Context: an optimization exercise on an open-source flow, tuned for small area. The choices shown serve that exercise and are no tape-out recipe. The RTL was checked by simulation tests, not by an equivalence proof against the original design. Power is estimated from default activity; no workload was simulated.

delta:
==> module buffer, before the edit <==
module buffer(
	input clk,
	input rst,
	input [3:0] p_in,
	input read,
	input write,
	output reg [23:0] memory,
	output reg [2:0] fullness,
	output reg [15:0] time_total,
	output reg [9:0] input_count,
	output reg [7:0] drop_count
);
	reg [13:0] nage [0:5];         
	wire [13:0] age [0:5];
	genvar g;
	generate for (g = 0; g < 6; g = g + 1) begin : g_age
		assign age[g] = ~nage[g];
	end endgenerate
	wire rd = read & (fullness != 3'd0);
	wire drop = write & ~rd & (fullness == 3'd6);
	wire sh = rd | drop;
	wire [2:0] f1 = fullness - {2'd0, rd};
	wire [2:0] f2 = f1 + {2'd0, write & ~drop};
	wire nr = ~rst;
	wire s_sh = sh & nr;           
	wire s_hold = ~sh & nr;        
	integer j, k;
	reg [13:0] x;
	reg [14:0] cc;
	reg [5:0] wrap;
	reg [13:0] n [0:5];
	always @(*) begin
		for (j = 0; j < 6; j = j + 1) begin
			if (j < 5) x = (age[(j + 1) % 6] & {14{s_sh}}) | (age[j] & {14{s_hold}});
			else x = age[j] & {14{s_hold}};
			cc[0] = nr & (j < f2);
			for (k = 0; k < 14; k = k + 1) begin
				n[j][k] = x[k] ^ cc[k];
				cc[k + 1] = x[k] & cc[k];
			end
			wrap[j] = cc[14];
		end
	end
	wire s1 = wrap[0] ^ wrap[1] ^ wrap[2];
	wire k1 = (wrap[0] & wrap[1]) | (wrap[0] & wrap[2]) | (wrap[1] & wrap[2]);
	wire s2 = wrap[3] ^ wrap[4] ^ wrap[5];
	wire k2 = (wrap[3] & wrap[4]) | (wrap[3] & wrap[5]) | (wrap[4] & wrap[5]);
	wire [1:0] wc = {k1 ^ k2 ^ (s1 & s2), s1 ^ s2};
	wire [15:0] tt = time_total & {16{nr}};
	wire [15:0] v = ~({wc, age[0] & {14{sh}}} & {16{nr}});
	wire [2:0] fz = f2 & {3{nr}};
	reg [15:0] ps, pc;
	reg [16:0] tc;
	reg [15:0] tn;
	always @(*) begin
		for (k = 0; k < 16; k = k + 1) begin
			if (k < 3) begin
				ps[k] = tt[k] ^ v[k] ^ fz[k];
				pc[k] = (tt[k] & v[k]) | (tt[k] & fz[k]) | (v[k] & fz[k]);
			end else begin
				ps[k] = tt[k] ^ v[k];
				pc[k] = tt[k] & v[k];
			end
		end
		tc[0] = 1'b1;
		for (k = 0; k < 16; k = k + 1) begin
			if (k == 0) begin
				tn[k] = ps[k] ^ tc[k];
				tc[k + 1] = ps[k] & tc[k];
			end else begin
				tn[k] = ps[k] ^ pc[k - 1] ^ tc[k];
				tc[k + 1] = (ps[k] & pc[k - 1]) | (ps[k] & tc[k]) | (pc[k - 1] & tc[k]);
			end
		end
	end
	wire [9:0] icq = input_count & {10{nr}};
	wire [7:0] dcq = drop_count & {8{nr}};
	reg [10:0] ic;
	reg [8:0] dc;
	reg [9:0] icn;
	reg [7:0] dcn;
	always @(*) begin
		ic[0] = write & nr;
		for (k = 0; k < 10; k = k + 1) begin
			icn[k] = icq[k] ^ ic[k];
			ic[k + 1] = icq[k] & ic[k];
		end
		dc[0] = drop & nr;
		for (k = 0; k < 8; k = k + 1) begin
			dcn[k] = dcq[k] ^ dc[k];
			dc[k + 1] = dcq[k] & dc[k];
		end
	end
	reg [5:0] wsel;
	reg [23:0] mn;
	always @(*) begin
		for (j = 0; j < 6; j = j + 1) begin
			wsel[j] = write & nr & (j == 5 ? (f1 >= 3'd5) : (f1 == j));
			if (j < 5)
				mn[4 * j +: 4] = (memory[4 * ((j + 1) % 6) +: 4] & {4{s_sh & ~wsel[j]}}) |
					(memory[4 * j +: 4] & {4{s_hold & ~wsel[j]}}) | (p_in & {4{wsel[j]}});
			else
				mn[4 * j +: 4] = (memory[4 * j +: 4] & {4{s_hold & ~wsel[j]}}) | (p_in & {4{wsel[j]}});
		end
	end
	always @(posedge clk) begin
		for (j = 0; j < 6; j = j + 1) nage[j] <= ~n[j];
		memory <= mn;
		fullness <= f2 & {3{nr}};
		time_total <= tn;
		input_count <= icn;
		drop_count <= dcn;
	end
endmodule
clock: 12.0 ns
lec_check: 0
abc_area: 1
cap_margin: 20
core_margin: 2
core_utilization: 70
slew_margin: 20
standard.sh (not shown) runs the stock make flow with config.mk's settings and CLKGATE_MAP_FILE= SYNTH_SCRIPT=/design/flow/synth_recipe.tcl, a recipe that flattens the netlist after the stock synthesis.
==> flow/flow/run.sh <==
#!/bin/bash
# Layout flow: the standard ORFS flow (standard.sh) with
#  - synthesis by flow/synth.tcl (area-oriented logic mapping, same registers),
#  - port buffers of the smallest buffer cell instead of clkdlybuf4s50_1,
#  - clock tree synthesis with sink clusters of at most 25 sinks and 70 um
#    and without dummy loads.
# The make output goes to flow.log; ORFS keeps each step's log under orfs/logs.
set -euo pipefail
W=$PWD
bash standard.sh \
  "SYNTH_SCRIPT=$W/flow/synth.tcl" \
  "BUFFER_PORTS_ARGS=-buffer_cell sky130_fd_sc_hd__buf_1" \
  "CTS_ARGS=-sink_clustering_enable -repair_clock_nets -sink_clustering_size 25 -sink_clustering_max_diameter 70 -dont_use_dummy_load" \
  finish > "$W/flow.log" 2>&1
==> flow/flow/area.abc <==
strash
dch -f
amap
topo
==> flow/flow/synth.tcl <==
# The standard synthesis (synth_recipe.tcl), with three changes to the
# logic mapping only: Yosys's synth runs without its internal abc pass, so
# extract_fa sees the ripple adders as the RTL writes them; extract_fa only
# extracts full adders (half adders are left to ABC, which can then merge
# the inversions of the inverted age registers into the increment logic);
# and the final ABC mapping uses flow/area.abc, an area-only mapping without
# buffering or upsizing (placement repairs slew, capacitance and timing).
# Registers and their names are the same as in the standard synthesis.
set flow_dir [file dirname [file normalize [info script]]]
proc synth {args} { yosys synth -nofsm -noshare -noabc {*}$args }
proc abc {args} {
  set i [lsearch -exact $args -script]
  if { $i >= 0 } { lset args [expr { $i + 1 }] $::flow_dir/area.abc }
  yosys abc {*}$args
}
proc extract_fa {args} { yosys extract_fa -fa }
source $::env(SCRIPTS_DIR)/synth.tcl
# left out here: clear keep_hierarchy, flatten, clean up, hide names made inside functions, write 1_2_yosys.v
Inputs modified between delta and alpha:
==> flow/design.v, changed modules only <==
module buffer(
	input clk,
	input rst,
	input [3:0] p_in,
	input read,
	input write,
	output reg [23:0] memory,
	output reg [2:0] fullness,
	output reg [15:0] time_total,
	output reg [9:0] input_count,
	output reg [7:0] drop_count
);
	reg [13:0] nage [0:5];         
	wire [13:0] age [0:5];
	genvar g;
	generate for (g = 0; g < 6; g = g + 1) begin : g_age
		assign age[g] = ~nage[g];
	end endgenerate
	wire rd = read & (fullness != 3'd0);
	wire drop = write & ~read & (fullness == 3'd6);
	wire sh = read | drop;
	wire [2:0] f1 = fullness - {2'd0, rd};
	wire [2:0] f2 = f1 + {2'd0, write & ~drop};
	wire nr = ~rst;
	wire s_sh = sh & nr;           
	wire s_hold = ~sh & nr;        
	integer j, k;
	reg [13:0] x;
	reg [14:0] cc;
	reg [5:0] wrap;
	reg [13:0] n [0:5];
	always @(*) begin
		for (j = 0; j < 6; j = j + 1) begin
			if (j < 5) x = (age[(j + 1) % 6] & {14{s_sh}}) | (age[j] & {14{s_hold}});
			else x = age[j] & {14{s_hold}};
			cc[0] = nr & (j < f2);
			for (k = 0; k < 14; k = k + 1) begin
				n[j][k] = x[k] ^ cc[k];
				cc[k + 1] = x[k] & cc[k];
			end
			wrap[j] = cc[14];
		end
	end
	wire s1 = wrap[0] ^ wrap[1] ^ wrap[2];
	wire k1 = (wrap[0] & wrap[1]) | (wrap[0] & wrap[2]) | (wrap[1] & wrap[2]);
	wire s2 = wrap[3] ^ wrap[4] ^ wrap[5];
	wire k2 = (wrap[3] & wrap[4]) | (wrap[3] & wrap[5]) | (wrap[4] & wrap[5]);
	wire [1:0] wc = {k1 ^ k2 ^ (s1 & s2), s1 ^ s2};
	wire [15:0] tt = time_total & {16{nr}};
	wire [15:0] v = ~({wc, age[0] & {14{sh}}} & {16{nr}});
	wire [2:0] fz = f2 & {3{nr}};
	reg [15:0] ps, pc;
	reg [16:0] tc;
	reg [15:0] tn;
	always @(*) begin
		for (k = 0; k < 16; k = k + 1) begin
			if (k < 3) begin
				ps[k] = tt[k] ^ v[k] ^ fz[k];
				pc[k] = (tt[k] & v[k]) | (tt[k] & fz[k]) | (v[k] & fz[k]);
			end else begin
				ps[k] = tt[k] ^ v[k];
				pc[k] = tt[k] & v[k];
			end
		end
		tc[0] = 1'b1;
		for (k = 0; k < 16; k = k + 1) begin
			if (k == 0) begin
				tn[k] = ps[k] ^ tc[k];
				tc[k + 1] = ps[k] & tc[k];
			end else begin
				tn[k] = ps[k] ^ pc[k - 1] ^ tc[k];
				tc[k + 1] = (ps[k] & pc[k - 1]) | (ps[k] & tc[k]) | (pc[k - 1] & tc[k]);
			end
		end
	end
	wire [9:0] icq = input_count & {10{nr}};
	wire [7:0] dcq = drop_count & {8{nr}};
	reg [10:0] ic;
	reg [8:0] dc;
	reg [9:0] icn;
	reg [7:0] dcn;
	always @(*) begin
		ic[0] = write & nr;
		for (k = 0; k < 10; k = k + 1) begin
			icn[k] = icq[k] ^ ic[k];
			ic[k + 1] = icq[k] & ic[k];
		end
		dc[0] = drop & nr;
		for (k = 0; k < 8; k = k + 1) begin
			dcn[k] = dcq[k] ^ dc[k];
			dc[k + 1] = dcq[k] & dc[k];
		end
	end
	reg [5:0] wsel;
	reg [23:0] mn;
	always @(*) begin
		for (j = 0; j < 6; j = j + 1) begin
			wsel[j] = write & nr & (j == 5 ? (f1 >= 3'd5) : (f1 == j));
			if (j < 5)
				mn[4 * j +: 4] = (memory[4 * ((j + 1) % 6) +: 4] & {4{s_sh}}) |
					(memory[4 * j +: 4] & {4{s_hold}}) | (p_in & {4{wsel[j]}});
			else
				mn[4 * j +: 4] = (memory[4 * j +: 4] & {4{s_hold}}) | (p_in & {4{wsel[j]}});
		end
	end
	always @(posedge clk) begin
		for (j = 0; j < 6; j = j + 1) nage[j] <= ~n[j];
		memory <= mn;
		fullness <= f2 & {3{nr}};
		time_total <= tn;
		input_count <= icn;
		drop_count <= dcn;
	end
endmodule
Findings:
- Compared with delta, alpha shows a higher share of the final layout cell area in sequential cells.
- delta reports its most common cell after layout, fill and taps aside as sky130_fd_sc_hd__clkinv_1 while alpha reports sky130_fd_sc_hd__dfxtp_1.
- Post-synthesis area per instance: alpha vs delta up about 1.1%
- Compared to delta, alpha was floorplanned on a smaller die.
- Clock power was higher in alpha than in delta.
- [alpha vs delta] routed wire length: lower in alpha

-- separate check: timing with driven ports --
The results above use ideal ports. As a check the final layouts listed here were re-extracted and re-timed, cells and wires unchanged. Step 1 assumes that a clkbuf_16 drives the clock port and a buf_2 every other input. Step 2 also shifts input and output timing later by t, the mid clock arrival at the registers, as if the neighbouring blocks saw the same clock. Three values: no drivers, after step 1, after step 2; two values: the first two.
run	t (ns)	setup slack, ns	worst setup path after step 2	worst register clock-pin slew, ns	pins driven straight from the clock port
delta	0.635	1.508 / 1.508 / 1.091	input to register	0.10 / 0.10	1
alpha	0.604	1.325 / 1.361 / 0.757	input to register	0.09 / 0.09	1
After both steps every run listed still meets setup and hold. The setup slack of alpha, which loses most, moves by +0.036 ns with the drivers and by -0.568 ns with both steps.
